Context: an optimization exercise on an open-source flow, tuned for small area and a short achievable clock period. The choices shown serve that exercise and are no tape-out recipe. The RTL was checked by simulation tests, not by an equivalence proof against the original design. No activity file was given, so power comes from the tool's default toggle rates.

$ cat flow/design.v
`timescale 1ns / 1ps
module dsp_mult #
(
    parameter WIDTH = 32
)
(
    input  wire                  clk,
    input  wire                  rst,
    input  wire [WIDTH-1:0]      input_a_tdata,
    input  wire                  input_a_tvalid,
    output wire                  input_a_tready,
    input  wire [WIDTH-1:0]      input_b_tdata,
    input  wire                  input_b_tvalid,
    output wire                  input_b_tready,
    input  wire [WIDTH-1:0]      input_c_tdata,
    input  wire                  input_c_tvalid,
    output wire                  input_c_tready,
    output wire [(WIDTH*2)-1:0]  output_tdata,
    output reg                   output_tvalid,
    input  wire                  output_tready
);
reg [WIDTH-1:0] input_a_reg_0;
reg [WIDTH-1:0] input_a_reg_1;
reg [WIDTH-1:0] input_b_reg_0;
reg [WIDTH-1:0] input_b_reg_1;
reg [WIDTH-1:0] input_c_reg_0;
reg [WIDTH-1:0] input_c_reg_1;
reg [(WIDTH*2)-1:0] output_reg_0;
reg [(WIDTH*2)-1:0] output_reg_1;
reg output_tvalid_reg1 , output_tvalid_reg2,output_tvalid_reg3;
assign input_a_tready = input_b_tvalid & output_tready?1:0;
assign input_b_tready = input_a_tvalid & output_tready?1:0;
assign input_c_tready = input_c_tvalid & output_tready?1:0;
assign output_tdata = output_reg_1;
always @(posedge clk) begin
    if (rst) begin
        input_a_reg_0 <= 0;
        input_a_reg_1 <= 0;
        input_b_reg_0 <= 0;
        input_b_reg_1 <= 0;
        input_c_reg_0 <= 0;
        input_c_reg_1 <= 0;
        output_reg_0 <= 0;
        output_reg_1 <= 0;
        output_tvalid_reg1<=0;
        output_tvalid_reg2<=0;
        output_tvalid_reg3<=0;
        output_tvalid <=0;
    end else begin
        if (input_a_tvalid & input_b_tvalid &input_c_tvalid & output_tready) begin
            input_a_reg_0 <= input_a_tdata;
            input_b_reg_0 <= input_b_tdata;
            input_c_reg_0 <= input_c_tdata;
            input_a_reg_1 <= input_a_reg_0;
            input_b_reg_1 <= input_b_reg_0;
            input_c_reg_1 <= input_c_reg_0;
            output_reg_0 <= ($signed(input_a_reg_1) * $signed(input_b_reg_1)) +  $signed(input_c_reg_1);
            output_reg_1 <= output_reg_0;
            output_tvalid_reg1<=input_a_tvalid & input_b_tvalid & input_c_tvalid;
            output_tvalid_reg2<=output_tvalid_reg1;
            output_tvalid_reg3<=output_tvalid_reg2;
            output_tvalid <= output_tvalid_reg3;
        end
        else begin 
        input_a_reg_0 <= 0;
        input_a_reg_1 <= 0;
        input_b_reg_0 <= 0;
        input_b_reg_1 <= 0;
        input_c_reg_0 <= 0;
        input_c_reg_1 <= 0;
        output_reg_0 <= 0;
        output_reg_1 <= 0;
        output_tvalid_reg1<=0;
        output_tvalid_reg2<=0;
        output_tvalid_reg3<=0;
        output_tvalid<=0;
        end
    end
end
endmodule
$ cat flow/run.sh
#!/bin/bash
# synth_recipe.tcl (not shown) runs the flow's synth.tcl, then flattens the netlist and writes it again
# the make line also repeats each setting of config.mk as NAME=value (left out here)
make -C /OpenROAD-flow-scripts/flow DESIGN_CONFIG=/design/flow/config.mk WORK_HOME=/design/flow/orfs CLKGATE_MAP_FILE= SYNTH_SCRIPT=/design/flow/synth_recipe.tcl finish
$ cat flow/config.mk
export PLATFORM = sky130hd
export DESIGN_NAME = dsp_mult
export DESIGN_NICKNAME = dsp_mult
export VERILOG_FILES = /design/flow/design.v
export SDC_FILE = /design/flow/constraint.sdc
export NUM_CORES = 4
export LEC_CHECK = 0
export CAP_MARGIN = 20
export CORE_MARGIN = 2
export CORE_UTILIZATION = 40
export SLEW_MARGIN = 20
$ cat flow/constraint.sdc
create_clock -name core_clock -period 9.5 [get_ports {clk}]
set_input_delay 1.9000 -clock core_clock [delete_from_list [all_inputs] [get_ports {clk}]]
set_output_delay 1.9000 -clock core_clock [all_outputs]
set_load 0.01 [all_outputs]
==> impl_metrics.yaml <==
timing:
  relSlewSlack: 0.2642
  finalSetupViolations: 0
  setup_ws_ns: 0.6915
  whs_ns: 0.3994
  hold_viol_final: 0
  tns_ns: 0
  finalClockSkew_ns: 0.04501
  layout_min_cycle_time_ns: 8.808
  rsz0062_at_grt: "false"
  tightestPinTransition_ns: 1.104
  slew_violations: 0
  finalCritPeriodShare: 0.9272
  fmax_ghz: 0.1135
die:
  fp.dieH_um: 343.9
  rows: 124
  start_util: 0.4036
  coreArea_um2: 114500
  die_w_um: 343.9
  die-area_um2: 118300
  io_pins: 170
clock_tree:
  cts_setup_buffers: 0
  clk_latency_ns: 0.63
  root_buffer: "clkbuf_16"
  cts.sinks: 324
  postCtsHoldBufs: 0
  cts_max_level: 2
  cts_tree: "done"
  numCtsBuffers: 40
  cts_max_path_buffers: 3
  postCtsResizedCells: 0
  cts.clk_slew.worst_paths_ns: 0.07
route:
  vias: 30958
  dr.first_iter.drc_count: 1675
  post_drt_wl_per_cell_um: 19.02
  vias_per_cell: 4.863
  drc_errors: 0
  drtAntennaViolNets: 0
  drtPass1Iterations: 5
  wl_mm: 121.1
finish:
  n_fill_cell: 11129
  fin_util: 0.4440
  finalInstanceArea_um2: 50840
  drive_gt1_frac: 0.03998
  area_delta_synth_final_pct: 10.03
  nets: 6255
  fin_cells: 6366
setup_path:
  worstPathArrival_ns: 9.32
  cp_data_required_time_ns: 10.01
  endpoint_kind: "flop"
  r2r-end: "output_reg_0[57]"
  r2r_setup_slack_ns: 0.69
  cp_max_fo: 32
  start_kind: "flop"
  criticalPathCategory: "reg -> reg"
  r2r_start: "input_b_reg_1[5]"
  reg2reg_depth: 26
power:
  total_power_mw: 2.962
  powerDensity_nw_per_um2: 58.26
  ir_drop_mv: 0.1156
  p_leak_nw: 25.04
logic_synthesis:
  yosys.area.top_type_share: 0.4826
  yosys-top-cells-area: "fa_1, dfxtp_1, and2_1, inv_1, ha_1"
  synth_top_area_cell: "fa_1"
  syn_inst: 4782
  synthFlopType: "dfxtp_1"
  synth_nets: 6213
  synth_seq_cells: 324
  yosysUniqueCellTypes: 63
  syn_avg_cell_area_um2: 9.663
  yosysWarnings: 1
  synth_area_um2: 46210
  async_flop_share: 0
  synth_seq_area_share: 0.1404
  synth_edf_count: 0
global_routing:
  antenna_found_initial: 2
  grt_max_degree: 240
  grt_pass1_vias: 33803
  grt_pass1_wl_mm: 190.8
  grtUsageTotal: 0.2130
  grt_overflow_total: 0
placement:
  port-buffer-count: 169
  placed_area_um2: 49500
  dp_hpwl_mm: 97.04
  pre_cts_slack_ns: 0.4616
  dp_cells: 6294
  place.gp.congestion: 0.8693
min_path:
  min-delay-start: "input_c_reg_0[30]"
  hold_path.class: "reg -> reg"
  holdPathEnd: "input_c_reg_1[30]"
  hold_path_depth: 1
job:
  maxCapViolCount: 0
run_status:
  status: "timing/DRC/antenna clean"
how the worst max path moves through the flow:
stage	start	end	cells past startpoint
after global placement	input_b_reg_1[5]	output_reg_0[57]	26
final	input_b_reg_1[5]	output_reg_0[57]	26
after global routing	input_b_reg_1[5]	output_reg_0[57]	26
after floorplan	input_b_reg_1[0]	output_reg_0[60]	23
after detailed placement	input_b_reg_1[5]	output_reg_0[57]	26
after CTS	input_b_reg_1[5]	output_reg_0[57]	26
Yosys cell counts, types with 2 or more instances:
library cell,instances
inv_1,1127
fa_1,1114
and2_1,730
nand2_1,574
dfxtp_1,324
clkbuf_1,240
ha_1,215
nor2_1,101
a21oi_1,62
xnor2_1,43
a21o_1,26
o21ai_0,25
xor2_1,21
nor3_1,19
o21a_1,14
o21bai_1,14
nand4_1,12
nand3_1,11
a31oi_1,9
nand2b_1,9
o21ai_1,8
and3_1,7
a211oi_1,6
nor2b_1,5
a21oi_2,4
o31ai_1,4
a211o_1,3
nor4_1,3
o2111ai_1,3
o22a_1,3
or2_2,3
a211oi_2,2
a21boi_0,2
a21boi_1,2
a221o_1,2
a41oi_1,2
buf_2,2
mux2i_1,2
nor3b_1,2
o211ai_2,2
o21ai_2,2
or3_1,2
kinds of logic after synthesis:
group                    Yosys count  share of synthesized area
AND/OR/NAND/NOR                 1483                     0.1637
buffers and inverters           1369                     0.1113
adder cells (fa/ha/maj)         1329                     0.5408
flip-flops                       324                     0.1404
AO/OA/AOI/OAI                    211                    0.03125
XOR/XNOR                          64                    0.01213
multiplexers                       2                  0.0004333
flip-flops by register name (all words and copies together) (netlist names):
register,count
output_reg_0,64
output_reg_1,64
input_a_reg_0,32
input_a_reg_1,32
input_b_reg_0,32
input_b_reg_1,32
input_c_reg_0,32
input_c_reg_1,32
output_tvalid,1
output_tvalid_reg1,1
output_tvalid_reg2,1
output_tvalid_reg3,1
worst max-delay path, stage by stage, from the launching register on:
cell,delay (ns)
dfxtp_2,0.71
nand2_1,0.24
inv_1,0.14
fa_1,0.41
inv_1,0.26
fa_1,0.52
fa_1,0.56
inv_1,0.07
fa_1,0.75
inv_1,0.37
fa_1,0.58
inv_1,0.05
fa_1,0.49
fa_1,0.49
inv_1,0.05
fa_1,0.47
inv_1,0.04
ha_1,0.39
nand3_1,0.13
nor2_1,0.15
and2_1,0.19
nand3_1,0.12
o41ai_1,0.72
or2_1,0.22
a31oi_1,0.13
a21oi_1,0.21
mux2i_1,0.21
final cells by class:
cell class / instances / area [um2] / share of cell area
Multi-Input combinational cell: 3089 / 34580 / 0.6802
Timing Repair Buffer: 242 / 2277 / 0.04479
Antenna cell: 1 / 2.502 / 0.00004922
Clock inverter: 18 / 197.7 / 0.003888
Inverter: 1127 / 4235 / 0.08330
Tap cell: 1512 / 1892 / 0.03721
Clock buffer: 53 / 1130 / 0.02222
Sequential cell: 324 / 6524 / 0.1283
where the power goes:
group	switching, mW	leakage (nW)	internal [mW]
registers	0.00200	2.63	1.36
logic	0.0147	21.8	0.0412
clock network	0.661	0.647	0.880
cell usage in the layout, fill, tap and decap left out, types with 4 or more instances in the layout:
cell type        count
and2_1             730
nand4_1             12
o21ai_1              8
nand2_1            574
xnor2_1             43
clkbuf_16           40
o31ai_1              4
nor2b_1              5
fa_1              1113
clkbuf_1             5
ha_1               215
a211oi_1             6
inv_1             1126
xor2_1              21
nor2_1             101
a21oi_2              4
inv_6                5
dfxtp_2             30
nand2b_1             9
buf_4               70
o21ai_0             25
o21a_1              14
clkinv_4             6
nand3_1             11
a31oi_1              9
o21bai_1            14
nor3_1              19
clkdlybuf4s50_1    169
and3_1               7
clkbuf_8             8
a21o_1              26
a21oi_1             62
dfxtp_1            294
routing by layer:
layer	wire length (um)	up-vias	global-route usage
li1	-	13707	-
met2	63740	766	0.3863
met5	0	-	0
met1	45470	16266	0.2530
met3	5812	219	0.02564
met4	6079	0	0.09357

static timing again, ports no longer ideal:
No port has a modelled driver above. Below, the same layout with a new extraction and two added sets of constraints.
Step 1, drivers: a clkbuf_16 drives clk and a buf_2 each remaining input, both assumed.
Step 2 also shifts input and output timing later by t, the mid clock arrival at the registers, as if the neighbouring blocks saw the same clock.
Slacks: ideal ports / drivers / drivers and shift; pairs: ideal ports / drivers.
shift t [ns]: 0.682
setup WS [ns]: 0.692 / 0.692 / 0.692
hold WS [ns]: 0.399 / 0.399 / 0.399
worst slew at a driven data input, ns: 0.06
cell pins on the clock port's net: 1
After both steps this run still meets setup and hold. For this run, drivers alone change the setup slack by 0.000 ns; drivers and shift together by 0.000 ns.
